From an optimization exercise on the open Yosys and OpenROAD flow, aimed at a short achievable clock period and few clock cycles; shortcuts taken in it are not production practice.
The RTL was checked by simulation tests, not by an equivalence proof against the original design.
Power figures rest on the tool's default switching activity, not on a simulated workload.

==> flow/design.v <==
module processor(
    input clk,
    input rst,
    output [31:0] imem_addr,
    input [31:0] imem_rdata,
    output [31:0] dmem_addr,
    output [31:0] dmem_wdata,
    output dmem_we,
    input [31:0] dmem_rdata,
    output rf_we,
    output [4:0] rf_waddr,
    output [31:0] rf_wdata
);
    integer k;
    reg [31:0] pcF;
    reg [15:0] biF;             
    reg [15:0] btb_v;
    reg [5:0]  btb_tag [0:15];    
    reg [29:0] btb_tgt [0:15];
    reg [1:0]  btb_ctr [0:15];
    reg [15:0] btb_short;       
    reg        upd_v;
    reg [3:0]  upd_idx;
    reg [5:0]  upd_tag;
    reg [29:0] upd_tgt;
    reg [1:0]  upd_ctr;
    reg        upd_short;
    reg        validD;
    reg [31:0] instrD;
    reg [31:0] v1lD, v1hD, v2lD, v2hD;
    wire [31:0] v1D = v1lD | v1hD;
    wire [31:0] v2D = v2lD | v2hD;
    reg        bypF1, bypF2;    
    reg [31:0] prevW;           
    reg [31:0] pcD;
    reg        predD, hitD;
    reg [29:0] tgtPD;           
    reg [31:0] immAD;           
    reg [31:0] immBJD;          
    reg        off0D;           
    reg [1:0]  ctrD;
    reg [31:0] opA, opB, addrE, sdE;
    reg        weE, brE, jalE, jalrE, redirE;
    reg        stE;             
    reg        brLtE, brInvE, brUpdE, shortE, noRedir, badE, invE, upd_inv;
    reg        o_add, o_sub, o_and, o_or, o_xor, o_slt, o_sltu, o_passB, o_link, o_ld;
    reg [4:0]  rdE;
    reg [31:0] pc4E, altE, sAltE;
    reg [29:0] tgtE;
    reg [29:0] pcE;
    reg        predE, hitE;
    reg [1:0]  ctrE;
    reg [31:0] ResW;
    reg        weW;             
    reg [31:1] wrW;             
    reg [4:0]  rdW;
    reg [31:0] rf [1:31];
    wire [31:0] A = opA;
    wire [31:0] B = opB;
    wire [31:0] sum  = A + B;
    wire [31:0] diff = A - B;
    wire eq   = (A == B);
    wire lt31 = A[30:0] < B[30:0];
    wire ltS  = (A[31] ^ B[31]) ? A[31] : lt31;
    wire ltU  = (A[31] ^ B[31]) ? B[31] : lt31;
    wire [31:0] resE =
          ({32{o_add}}   & sum)
        | ({32{o_sub}}   & diff)
        | ({32{o_and}}   & (A & B))
        | ({32{o_or}}    & (A | B))
        | ({32{o_xor}}   & (A ^ B))
        | ({32{o_slt}}   & {31'b0, ltS})
        | ({32{o_sltu}}  & {31'b0, ltU})
        | ({32{o_passB}} & B)
        | ({32{o_link}}  & pc4E)
        | ({32{o_ld}}    & dmem_rdata);
    wire condE = brLtE ? ltS : eq;
    wire mispE = brE & (condE ^ brInvE);
    wire mispRedir = mispE & ~(noRedir & ~predD);
    reg         hitF;
    reg [1:0]   ctrF;
    reg         shortF;
    reg [29:0]  tgtF;
    always @(*) begin
        hitF = 1'b0;
        ctrF = 2'b00;
        shortF = 1'b0;
        tgtF = 30'd0;
        for (k = 0; k < 16; k = k + 1) begin
            hitF   = hitF   | (biF[k] & btb_v[k] & (btb_tag[k] == pcF[11:6]));
            ctrF   = ctrF   | ({2{biF[k]}} & btb_ctr[k]);
            shortF = shortF | (biF[k] & btb_short[k]);
            tgtF   = tgtF   | ({30{biF[k]}} & btb_tgt[k]);
        end
    end
    wire        predF  = hitF & ctrF[1] & (~shortF | ctrF[0]);
    wire [31:0] pc4F   = pcF + 32'd4;
    wire [31:0] predPC = predF ? {tgtF, 2'b00} : pc4F;
    assign imem_addr = pcF;
    wire [4:0]  rs1F = imem_rdata[19:15];
    wire [4:0]  rs2F = imem_rdata[24:20];
    wire [7:0]  hi1F = 8'd1 << rs1F[4:2];
    wire [3:0]  lo1F = 4'd1 << rs1F[1:0];
    wire [7:0]  hi2F = 8'd1 << rs2F[4:2];
    wire [3:0]  lo2F = 4'd1 << rs2F[1:0];
    wire        stF    = imem_rdata[6:2] == 5'b01000;
    wire        jalF   = imem_rdata[6:2] == 5'b11011;
    wire [31:0] immIF  = {{20{imem_rdata[31]}}, imem_rdata[31:20]};
    wire [31:0] immSF  = {{20{imem_rdata[31]}}, imem_rdata[31:25], imem_rdata[11:7]};
    wire [31:0] immBF  = {{20{imem_rdata[31]}}, imem_rdata[7], imem_rdata[30:25], imem_rdata[11:8], 1'b0};
    wire [31:0] immJF  = {{12{imem_rdata[31]}}, imem_rdata[19:12], imem_rdata[20], imem_rdata[30:21], 1'b0};
    wire [31:0] immAF  = stF ? immSF : immIF;
    wire [31:0] immBJF = jalF ? immJF : immBF;
    reg  [31:0] rf1lF, rf1hF, rf2lF, rf2hF;
    always @(*) begin
        rf1lF = 32'd0;
        rf2lF = 32'd0;
        rf1hF = 32'd0;
        rf2hF = 32'd0;
        for (k = 1; k < 16; k = k + 1) begin
            rf1lF = rf1lF | ({32{hi1F[k / 4] & lo1F[k % 4]}} & rf[k]);
            rf2lF = rf2lF | ({32{hi2F[k / 4] & lo2F[k % 4]}} & rf[k]);
        end
        for (k = 16; k < 32; k = k + 1) begin
            rf1hF = rf1hF | ({32{hi1F[k / 4] & lo1F[k % 4]}} & rf[k]);
            rf2hF = rf2hF | ({32{hi2F[k / 4] & lo2F[k % 4]}} & rf[k]);
        end
    end
    wire [6:0] opc = instrD[6:0];
    wire [2:0] f3  = instrD[14:12];
    wire [4:0] rs1 = instrD[19:15];
    wire [4:0] rs2 = instrD[24:20];
    wire [4:0] rd  = instrD[11:7];
    wire isR    = opc[6:2] == 5'b01100;
    wire isI    = opc[6:2] == 5'b00100;
    wire isLd   = opc[6:2] == 5'b00000;
    wire isSt   = opc[6:2] == 5'b01000;
    wire isBr   = opc[6:2] == 5'b11000;
    wire isJal  = opc[6:2] == 5'b11011;
    wire isJalr = opc[6:2] == 5'b11001;
    wire isLui  = opc[6:2] == 5'b01101;
    wire regW  = isR | isI | isLd | isJal | isJalr | isLui;
    wire weD   = regW & (rd != 5'd0);
    wire use1  = isR | isI | isBr;             
    wire use2  = isR | isBr;                   
    wire mem   = isLd | isSt | isJalr;         
    wire [31:0] immI = {{20{instrD[31]}}, instrD[31:20]};
    wire [31:0] immS = {{20{instrD[31]}}, instrD[31:25], instrD[11:7]};
    wire [31:0] immB = {{20{instrD[31]}}, instrD[7], instrD[30:25], instrD[11:8], 1'b0};
    wire [31:0] immJ = {{12{instrD[31]}}, instrD[19:12], instrD[20], instrD[30:21], 1'b0};
    wire [31:0] immU = {instrD[31:12], 12'b0};
    wire [31:0] immD = isLui ? immU : immI;
    wire [31:0] immA = immAD;                  
    wire [31:0] tgtD = pcD + immBJD;
    wire [31:0] pc4D = pcD + 32'd4;
    wire byp1 = weW && rdW == rs1;
    wire byp2 = weW && rdW == rs2;
    wire [31:0] r1 = byp1 ? ResW : (bypF1 ? prevW : v1D);
    wire [31:0] r2 = byp2 ? ResW : (bypF2 ? prevW : v2D);
    wire m1E = weE && rdE == rs1;
    wire m2E = weE && rdE == rs2;
    wire off0 = off0D;
    wire agi  = validD & mem & m1E & ~off0;
    wire [31:0] addrRF  = v1D + immA;
    wire [31:0] addrW   = ResW + immA;
    wire [31:0] addrP   = prevW + immA;
    wire [31:0] addrE_d = ({32{m1E}}                   & resE)
                        | ({32{~m1E & byp1}}           & addrW)
                        | ({32{~m1E & ~byp1 & bypF1}}  & addrP)
                        | ({32{~m1E & ~byp1 & ~bypF1}} & addrRF);
    wire aluRI = isR | isI;
    wire subR  = isR & instrD[30];
    wire d_add  = aluRI & f3 == 3'b000 & ~subR;
    wire d_sub  = aluRI & f3 == 3'b000 & subR;
    wire d_slt  = aluRI & f3 == 3'b010;
    wire d_sltu = aluRI & f3 == 3'b011;
    wire d_xor  = aluRI & f3 == 3'b100;
    wire d_or   = aluRI & f3 == 3'b110;
    wire d_and  = aluRI & f3 == 3'b111;
    wire okTgt   = (isBr | isJal) & (tgtD[31:2] == tgtPD);
    wire badPred = predD & ~okTgt;
    wire jalNoPred = isJal & ~predD;
    wire goX = goE & ~badPred;       
    wire goE = validD & ~agi & ~redirE & ~mispE;
    wire [31:0] redirS = jalrE ? {addrE[31:1], 1'b0} : (badE ? {pcE, 2'b00} : sAltE);
    wire [31:0] earlyPC = redirE ? redirS : (agi ? pcD : predPC);
    wire [31:0] nextPC  = mispRedir ? altE : earlyPC;
    wire [15:0] earlyBI = redirE ? (16'd1 << redirS[5:2])
                        : agi ? (16'd1 << pcD[5:2])
                        : predF ? (16'd1 << tgtF[3:0]) : {biF[14:0], biF[15]};
    always @(posedge clk or posedge rst) begin
        if (rst) begin
            btb_v  <= 16'd0;
            upd_v  <= 1'b0;
            upd_inv <= 1'b0;
            invE   <= 1'b0;
            validD <= 1'b0;
            weE <= 1'b0; brE <= 1'b0;
            jalE <= 1'b0; jalrE <= 1'b0; redirE <= 1'b0; brUpdE <= 1'b0;
            for (k = 1; k < 32; k = k + 1)
                rf[k] <= 32'd0;
        end else begin
            if (upd_v)
                btb_v[upd_idx] <= 1'b1;
            if (upd_inv)
                btb_v[upd_idx] <= 1'b0;
            upd_inv <= invE;
            upd_v <= brUpdE & (hitE | condE ^ brInvE ^ predE) | (jalE & ~hitE);
            validD <= ~(redirE | mispRedir | agi);
            weE    <= goX & weD;
            brE    <= goX & isBr;
            jalE   <= goX & isJal;
            jalrE  <= goX & isJalr;
            redirE <= goE & (isJalr | jalNoPred | badPred);
            brUpdE <= goX & (isBr | isJal);
            invE   <= goE & badPred;
            for (k = 1; k < 32; k = k + 1)
                if (wrW[k])
                    rf[k] <= ResW;
        end
    end
    always @(posedge clk) begin
        if (rst) begin
            pcF <= 32'd0;
            biF <= 16'd1;
        end else begin
            pcF <= nextPC;
            biF <= mispRedir ? (16'd1 << altE[5:2]) : earlyBI;
        end
    end
    always @(posedge clk) begin
        if (upd_v) begin
            btb_tag[upd_idx] <= upd_tag;
            btb_tgt[upd_idx] <= upd_tgt;
            btb_ctr[upd_idx] <= upd_ctr;
            btb_short[upd_idx] <= upd_short;
        end
        upd_idx <= pcE[3:0];
        upd_tag <= pcE[9:4];
        upd_tgt <= tgtE;
        upd_short <= shortE;
        if (jalE)
            upd_ctr <= hitE ? ((ctrE == 2'b11) ? 2'b11 : ctrE + 2'b01) : 2'b11;
        else if (condE ^ brInvE ^ predE)
            upd_ctr <= hitE ? ((ctrE == 2'b11) ? 2'b11 : ctrE + 2'b01) : 2'b11;
        else
            upd_ctr <= (ctrE == 2'b00) ? 2'b00 : ctrE - 2'b01;
        v1lD   <= rf1lF;
        v1hD   <= rf1hF;
        v2lD   <= rf2lF;
        v2hD   <= rf2hF;
        bypF1  <= weW && rdW == rs1F;
        bypF2  <= weW && rdW == rs2F;
        prevW  <= ResW;
        instrD <= imem_rdata;
        pcD    <= pcF;
        predD  <= predF;
        hitD   <= hitF;
        tgtPD  <= tgtF;
        immAD  <= immAF;
        immBJD <= immBJF;
        off0D  <= immAF == 32'd0;
        ctrD   <= ctrF;
        opA   <= m1E ? resE : r1;
        opB   <= use2 ? (m2E ? resE : r2) : immD;
        addrE <= addrE_d;
        sdE   <= m2E ? resE : r2;
        o_add   <= d_add;
        o_sub   <= d_sub;
        o_and   <= d_and;
        o_or    <= d_or;
        o_xor   <= d_xor;
        o_slt   <= d_slt;
        o_sltu  <= d_sltu;
        o_passB <= isLui;
        o_link  <= isJal | isJalr;
        o_ld    <= isLd;
        brLtE  <= f3[2];
        brInvE <= f3[0] ^ predD;
        badE   <= badPred;
        shortE  <= isBr & (immB == 32'd8);
        noRedir <= isBr & (immB == 32'd8) & ~predD;
        rdE    <= rd;
        pc4E   <= pc4D;
        altE   <= predD ? pc4D : tgtD;
        sAltE  <= tgtD;
        tgtE   <= tgtD[31:2];
        pcE    <= pcD[31:2];
        predE  <= predD;
        hitE   <= hitD;
        ctrE   <= ctrD;
        stE  <= goX & isSt;
        weW  <= weE;
        for (k = 1; k < 32; k = k + 1)
            wrW[k] <= weE & (rdE == k);
        ResW <= resE;
        rdW  <= rdE;
    end
    assign dmem_addr  = addrE;
    assign dmem_wdata = sdE;
    assign dmem_we    = stE;
    assign rf_we      = weW;
    assign rf_waddr   = rdW;
    assign rf_wdata   = ResW;
endmodule
==> flow/flow/run.sh <==
#!/bin/bash
# The standard layout (standard.sh), made with these settings changed:
#  - synthesis maps with a shorter abc script (one SOP balancing, one choice
#    computation, then delay-oriented mapping with pin permutation) instead of ORFS's
#    abc_speed.script, whose repeated area-recovery rounds turn the adders
#    and comparators into ripple chains. The script is swapped in a copy of
#    ORFS's scripts folder made here; everything else in it is unchanged;
#  - ADDER_MAP_FILE is empty, so synthesis leaves the adders to abc instead of
#    mapping them to full- and half-adder cells first.
#  Neither changes the registers: the same flip-flops, names and cell types
#  as the standard synthesis (abc only maps the combinational logic).
#  - timing repair aims for MARGIN ns of setup slack at the design's clock
#    period (the SDC is the design's, unchanged).
# make's output goes to standard_make.log; ORFS's per-step logs are under orfs/logs.
set -euo pipefail
MARGIN=7.5
rm -rf scripts
cp -r "$FLOW_HOME/scripts" scripts
printf '&get -n\n&st\n&if -g -K 6\n&st\n&dch -f\n&nf -p\n&put\nbuffer -c\ntopo\nstime -c\nupsize -c\ndnsize -c\n' > scripts/abc_speed.script
bash standard.sh SCRIPTS_DIR="$PWD/scripts" ADDER_MAP_FILE= SETUP_SLACK_MARGIN=$MARGIN finish > standard_make.log 2>&1
==> flow/standard.sh <==
#!/bin/bash
# synth_recipe.tcl (not shown) runs the flow's synth.tcl, then flattens the netlist and writes it again
# the make line also repeats each setting of config.mk as NAME=value (left out here)
make -C /OpenROAD-flow-scripts/flow DESIGN_CONFIG=/design/flow/config.mk WORK_HOME=/design/flow/orfs CLKGATE_MAP_FILE= SYNTH_SCRIPT=/design/flow/synth_recipe.tcl "${@:-finish}"
==> flow/config.mk <==
export PLATFORM = sky130hd
export DESIGN_NAME = processor
export DESIGN_NICKNAME = processor
export VERILOG_FILES = /design/flow/design.v
export SDC_FILE = /design/flow/constraint.sdc
export NUM_CORES = 4
export LEC_CHECK = 0
export CAP_MARGIN = 20
export CORE_MARGIN = 2
export CORE_UTILIZATION = 50
export PLACE_DENSITY = 0.65
export SLEW_MARGIN = 20
==> flow/constraint.sdc <==
create_clock -name core_clock -period 11.0 [get_ports {clk}]
set_input_delay 2.2000 -clock core_clock [delete_from_list [all_inputs] [get_ports {clk}]]
set_output_delay 2.2000 -clock core_clock [all_outputs]
set_load 0.01 [all_outputs]
==> impl_metrics.env, run 1 <==
export IMPL_area_growth_syn_to_layout_pct=19.6
export IMPL_p_per_area_nw_per_um2=156
export IMPL_layout_commonest_cell="mux2_2"
export IMPL_critPathMaxStageDelay_ns=0.47
export IMPL_path_max_fanout=2
export IMPL_vias=88800
export IMPL_grt_max_degree=177
export IMPL_first_iter_violations=14800
export IMPL_status="finished clean"
export IMPL_peakVddDrop_uv=191
export IMPL_critPathKind="flip-flop to output pin"
export IMPL_synth_edf_count=624
export IMPL_wl_mm=454
export IMPL_cp_num_buf_inv=1
export IMPL_cts_buffer_depth=3
export IMPL_ant_nets=0
export IMPL_maxCapViolations=0
export IMPL_cts_tree="built"
export IMPL_synth_simple_gate_area_share_pct=9.57
export IMPL_clockRootBuffer="clkbuf_16"
export IMPL_synthMuxAreaShare_pct=11.3
export IMPL_worst_pin_slew_ns=1.13
export IMPL_syn_area_per_cell_sq_um=11.5
export IMPL_min_period_ns=3.75
export IMPL_ios=201
export IMPL_grt_pass1_vias=84300
export IMPL_worst_path_max_delay_cell="dfxtp_4"
export IMPL_wl_per_cell_um=36.2
export IMPL_initial_core_util_pct=50.2
export IMPL_antenna_found_initial=55
export IMPL_rows=169
export IMPL_path_cells="buf_6"
export IMPL_synth_nets=9333
export IMPL_clock_latency_ns=0.95
export IMPL_via_per_inst=7.08
export IMPL_portBuffers=198
export IMPL_core_sq_um=212000
export IMPL_async_reset_ff_share_pct=43.2
export IMPL_end_kind="output pin"
export IMPL_critPathRequiredTime_ns=8.80
export IMPL_fmax_mhz=267
export IMPL_synthXorXnorAreaFrac_pct=4.26
export IMPL_path_delay_family="flip-flops"
export IMPL_setup_violations=0
export IMPL_cts_buffers_inserted=236
export IMPL_hold_class="flip-flop to flip-flop"
export IMPL_grt_pass1_wl_mm=627
export IMPL_final_cell_mix="mux2_2, dfrtp_1, a22oi_1"
export IMPL_fin_crit_sh_pct=34.1
export IMPL_max_flop_register="rf"
export IMPL_largest_register_ffs=992
export IMPL_fillers=16700
export IMPL_finalMaxSlewViolations=0
export IMPL_dpl_cell_count=11800
export IMPL_synth_compound_area_share_pct=16.6
export IMPL_drc=0
export IMPL_overflow=0
export IMPL_ys_ff_latch=2356
export IMPL_synth_top_family_by_area="compound AO/OA/AOI/OAI gates"
export IMPL_place_congestion=1.01
export IMPL_grt_usage_pct=40.4
export IMPL_drive_above_1_share_pct=29.0
export IMPL_numClockSinks=2356
export IMPL_synth_area_sq_um=106000
export IMPL_startpoint_type="flip-flop"
export IMPL_worst_ep_arrival_time_ns=1.55
export IMPL_hpwl_mm=266
export IMPL_die_width_um=465
export IMPL_yosysWarnings=2
export IMPL_clkTransAtPathRegs_ns=0.07
export IMPL_synth_top_flop_cell="dfrtp_1"
export IMPL_syn_inst=9267
export IMPL_hold_viol=0
export IMPL_ys_types=102
export IMPL_dr_pass1_iters=11
export IMPL_synth_seq_area_share_pct=55.1
export IMPL_die_area_sq_um=216000
export IMPL_relSlewSlack_pct=24.4
export IMPL_leakagePower_nw=50.5
export IMPL_fin_nets=9548
export IMPL_top_regs="rf: 992 flops, btb_tgt: 480 flops, btb_tag: 96 flops"
export IMPL_synth_adder_area_share_pct=0.0188
export IMPL_h_tree_depth=4
export IMPL_fin_setup_tns_ns=0
export IMPL_fin_worst_skew_ns=0.0956
export IMPL_rsz0062_at_grt="true"
export IMPL_die_h_um=465
export IMPL_stdcell_count=12500
-- stage by stage --
| stage | power [mW] | hold WS [ns] | utilization [%] | area (sq um) | worst slack (ns) |
|---|---|---|---|---|---|
| after global placement | 11.1 | 0.314 | 52.6 | 111000 | 5.37 |
| after global routing | 20.3 | 0.327 | 60.0 | 127000 | 7.23 |
| after detailed placement | 11.1 | 0.312 | 52.6 | 111000 | 5.36 |
| final | 19.9 | 0.325 | 60.0 | 127000 | 7.25 |
| after floorplan | 10.4 | 0.310 | - | 106000 | 5.32 |
| after CTS | 19.7 | 0.326 | 59.0 | 125000 | 7.23 |
-- Yosys cell counts (28+ instances only) --
cell type	count	share of area, %
o211ai_1	79	0.56
dfrtp_1	1018	24
mux2i_1	42	0.40
buf_1	127	0.45
a222oi_1	303	2.9
nand3_1	243	1.1
xor2_1	232	1.9
mux2_2	1030	11
nand4_1	248	1.5
a221oi_1	164	1.4
edfxtp_1	624	18
a21o_1	31	0.22
clkbuf_1	592	2.1
nor2b_1	55	0.32
inv_1	58	0.20
buf_2	56	0.26
o41ai_1	30	0.25
a22oi_1	733	5.2
nor3_1	87	0.41
a211oi_1	44	0.31
a21oi_1	269	1.3
a31oi_1	75	0.44
dfxtp_1	714	13
nor4_1	72	0.42
xnor2_1	257	2.1
nor2_1	540	1.9
and3_1	38	0.22
nand2_1	557	2.0
nand2b_1	62	0.37
o21ai_0	380	1.8
o22ai_1	44	0.26
and2_1	28	0.16
-- cell families after synthesis --
| logic type | count (synthesis) |
|---|---|
| fa+ha+maj | 2 |
| flops | 2356 |
| simple gates | 2082 |
| xor+xnor | 502 |
| mux | 1073 |
| buf+inv | 854 |
| compound gates | 2398 |
-- power by group --
part | switching [mW] | internal (mW)
Combinational | 1.11 | 0.641
Sequential | 0.387 | 9.24
Clock | 3.62 | 4.87
Total | 5.12 | 14.7
-- metal layers --
layer / GRT usage [%] / share of wire [%] / vias up
li1: - / - / 35900
met1: 51.6 / 37 / 44600
met2: 57.3 / 41 / 6685
met3: 14.4 / 13 / 1604
met4: 27.6 / 8.3 / 34
met5: 0.0220 / 0.055 / -
-- final timing paths --
check	startpoint	end	depth (start not counted)	slack (ns)
setup / recovery	addrE[13]	dmem_addr[13]	1	7.25
hold / removal	hitD	hitE	0	0.32
setup reg to reg	pcD[2]	redirE	10	7.38
hold reg to reg	hitD	hitE	0	0.32
max in group asynchronous	rst	rf[11][12]	5	7.65
min in group asynchronous	rst	upd_v	3	2.10
-- final cells by class --
type,instances,area [sq um],area share (%)
tap,2821,3530,2.78
antenna,24,60.1,0.0473
timing repair buffer,768,8640,6.80
clock buffer,340,6860,5.40
inverter,62,254,0.200
multi-input combinational,6058,47200,37.1
clock inverter,109,1380,1.09
sequential,2356,59100,46.5
-- timing repair --
| item | in CTS | in global routing |
|---|---|---|
| resized for setup | 1349 | 291 |
| gates cloned | 46 | 7 |
| pin swaps | 60 | 101 |
| buffers inserted | 187 | 73 |
| endpoints found under the setup margin | 1367 | 1051 |
| hold buffers | 0 | 0 |
Testbench counts, summed over its fixed seeds: cycles 41,240.
==> run 2, diff against run 1 <==
--- a/flow/config.mk
+++ b/flow/config.mk
@@ -9,4 +9,6 @@
 export CORE_MARGIN = 2
 export CORE_UTILIZATION = 50
+export CTS_CLUSTER_DIAMETER = 50
+export CTS_CLUSTER_SIZE = 24
 export PLACE_DENSITY = 0.65
 export SLEW_MARGIN = 20
==> impl_metrics.env, run 2 <==
export IMPL_stdcell_count=12500
export IMPL_leakagePower_nw=50.3
export IMPL_clock_latency_ns=0.97
export IMPL_critPathMaxStageDelay_ns=0.89
export IMPL_top_regs="rf: 992 flops, btb_tgt: 480 flops, btb_tag: 96 flops"
export IMPL_layout_commonest_cell="mux2_2"
export IMPL_worst_pin_slew_ns=1.13
export IMPL_synth_nets=9333
export IMPL_grt_pass1_vias=84200
export IMPL_vias=89000
export IMPL_wl_mm=454
export IMPL_grt_pass1_wl_mm=626
export IMPL_synth_most_common_cell="mux2_2"
export IMPL_die_area_sq_um=216000
export IMPL_fmax_mhz=265
export IMPL_crit_top_cell="nor3_1"
export IMPL_rsz0062_at_grt="true"
export IMPL_h_tree_depth=4
export IMPL_reg2reg_from="immAD[5]"
export IMPL_core_sq_um=212000
export IMPL_peakVddDrop_uv=199
export IMPL_synth_seq_area_share_pct=55.1
export IMPL_worst_path_max_delay_cell="o211ai_1"
export IMPL_hold_class="flip-flop to flip-flop"
export IMPL_min_period_ns=3.77
export IMPL_overflow=0
export IMPL_synth_area_sq_um=106000
export IMPL_first_iter_violations=15500
export IMPL_drive_above_1_share_pct=29.4
export IMPL_hold_depth=0
export IMPL_path_cells="buf_12 > buf_4 > nor3_1 > o21ai_0 > o21bai_1 > a211o_1 > a21oi_2 > nor3_1 > nor2_1 > xor2_1 > o211ai_1"
export IMPL_cp_num_buf_inv=2
export IMPL_clkTransAtPathRegs_ns=0.09
export IMPL_max_flop_register="rf"
export IMPL_p_per_area_nw_per_um2=154
export IMPL_place_congestion=1.01
export IMPL_grt_usage_pct=40.4
export IMPL_clockRootBuffer="clkbuf_16"
export IMPL_rows=169
export IMPL_dr_pass1_iters=13
export IMPL_yosysTopAreaCell="dfrtp_1"
export IMPL_grt_max_degree=162
export IMPL_path_max_fanout=4
export IMPL_critPathRequiredTime_ns=11.70
export IMPL_dpl_cell_count=11800
export IMPL_wl_per_cell_um=36.3
export IMPL_largest_register_ffs=992
export IMPL_maxCapViolations=0
export IMPL_end_kind="flip-flop"
export IMPL_synth_commonest_cells="mux2_2, dfrtp_1, a22oi_1"
export IMPL_via_per_inst=7.12
export IMPL_ff2ff_setup_slack_ns=7.23
export IMPL_ys_ff_latch=2356
export IMPL_reg2reg_depth=11
export IMPL_status="finished clean"
export IMPL_antenna_found_initial=59
export IMPL_cts_tree="built"
export IMPL_fin_nets=9528
export IMPL_numClockSinks=2356
export IMPL_cts_buffer_depth=3
export IMPL_critPathKind="flip-flop to flip-flop"
export IMPL_ios=201
export IMPL_fin_crit_sh_pct=34.3
export IMPL_die_h_um=465
export IMPL_startpoint_type="flip-flop"
export IMPL_die_width_um=465
export IMPL_synth_top_area_share_pct=24.0
export IMPL_final_cell_mix="mux2_2, dfrtp_1, a22oi_1"
export IMPL_path_delay_family="compound AO/OA/AOI/OAI gates"
export IMPL_yosysWarnings=2
export IMPL_hp_start="pcE[7]"
export IMPL_initial_core_util_pct=50.2
export IMPL_fin_setup_tns_ns=0
export IMPL_ant_nets=0
export IMPL_fillers=16800
export IMPL_syn_inst=9267
export IMPL_fin_worst_skew_ns=0.138
export IMPL_portBuffers=198
export IMPL_drc=0
export IMPL_cts_buffers_inserted=213
export IMPL_relSlewSlack_pct=24.6
export IMPL_hold_end="upd_tag[3]"
export IMPL_setup_violations=0
export IMPL_synth_top_flop_cell="dfrtp_1"
export IMPL_ys_types=102
export IMPL_area_growth_syn_to_layout_pct=19.4
export IMPL_worst_ep_arrival_time_ns=4.47
export IMPL_ys_top_cells_by_area="dfrtp_1, edfxtp_1, dfxtp_1"
export IMPL_async_reset_ff_share_pct=43.2
export IMPL_r2r_end="addrE[30]"
export IMPL_synth_edf_count=624
export IMPL_finalCoreUtilization_pct=59.9
export IMPL_syn_area_per_cell_sq_um=11.5
export IMPL_hold_buffers=0
export IMPL_finalMaxSlewViolations=0
export IMPL_hold_viol=0
export IMPL_hpwl_mm=266
run 2: per-layer routing:
metal	track usage [%]	vias up	wire, um
met5	0	-	230
met4	27.4	20	35800
met3	14.1	1553	61400
met2	57.6	6915	190000
met1	51.5	44700	167000
li1	-	35900	-
run 2: worst max path at each step:
stage / from / end / slack [ns] / cells past startpoint
floorplan: rst / brE / 5.32 / 2
global placement: imem_rdata[21] / v2hD[19] / 5.37 / 8
detailed placement: imem_rdata[21] / v2lD[7] / 5.36 / 8
CTS: pcF[1] / imem_addr[1] / 7.23 / 1
global route: pcF[6] / imem_addr[6] / 7.22 / 2
finish: immAD[5] / addrE[30] / 7.23 / 11
run 2: kinds of logic (layout without fill, tap and decap cells):
kind of cell	Yosys count	count (layout)	synth area share, %
XOR/XNOR	502	502	4.26
AO/OA/AOI/OAI	2398	2398	16.6
adder cells (fa/ha/maj)	2	2	0.0188
multiplexers	1073	1073	11.3
flip-flops	2356	2356	55.1
other	0	37	0
buffers and inverters	854	1240	3.14
AND/OR/NAND/NOR	2082	2083	9.57
run 2: metrics by stage:
step / power, mW / hold WS [ns] / area (sq um) / worst slack, ns
final: 19.6 / 0.322 / 127000 / 7.23
after global routing: 20.0 / 0.337 / 127000 / 7.22
after CTS: 19.4 / 0.332 / 125000 / 7.23
after detailed placement: 11.1 / 0.312 / 111000 / 5.36
after global placement: 11.1 / 0.314 / 111000 / 5.37
after floorplan: 10.4 / 0.310 / 106000 / 5.32
run 2: cell type report:
type / count / area [sq um] / area share [%]
well taps: 2821 / 3530 / 2.78
diodes: 37 / 92.6 / 0.0730
inverters: 62 / 249 / 0.196
multi-input cells: 6058 / 47300 / 37.3
repair buffers: 771 / 8710 / 6.87
flip-flops and latches: 2356 / 59100 / 46.6
clock buffers: 241 / 5630 / 4.44
clock inverters: 166 / 2200 / 1.73
run 2: where the power goes:
group          internal (mW)  switching, mW  leakage (nW)
clock                   4.25           3.92          3.76
combinational          0.639           1.12          20.7
sequential              9.23          0.387          25.8
run 2: what timing repair did:
item | in CTS | in global routing
setup buffers | 186 | 73
gates resized for setup | 1339 | 326
pin swaps | 58 | 100
gates cloned | 46 | 11
setup endpoints to repair | 1367 | 950

-- separate check: timing with driven ports --
Ports are ideal in the flow. The routed layouts listed here were re-timed in OpenROAD. Step 1: set_driving_cell puts a clkbuf_16 on clk and a buf_2 on each other input, an assumption about the parent block. Step 2 moves the port delays by t, midway between the first and last clock arrival at a register: inputs arrive t later, outputs are due t later. That takes back most of the time a late clock gives input paths. a / b / c = no drivers / after step 1 / after step 2; a / b = the first two.
| run | t, ns | setup slack, ns | worst slew at a driven data input, ns |
|---|---|---|---|
| run 1 | 0.993 | 7.252 / 7.161 / 6.424 | 0.22 |
| run 2 | 1.006 | 7.232 / 7.136 / 6.292 | 0.22 |
After both steps every run listed still meets setup and hold. The setup slack of run 2, which loses most, moves by -0.096 ns with the drivers and by -0.940 ns with both steps.
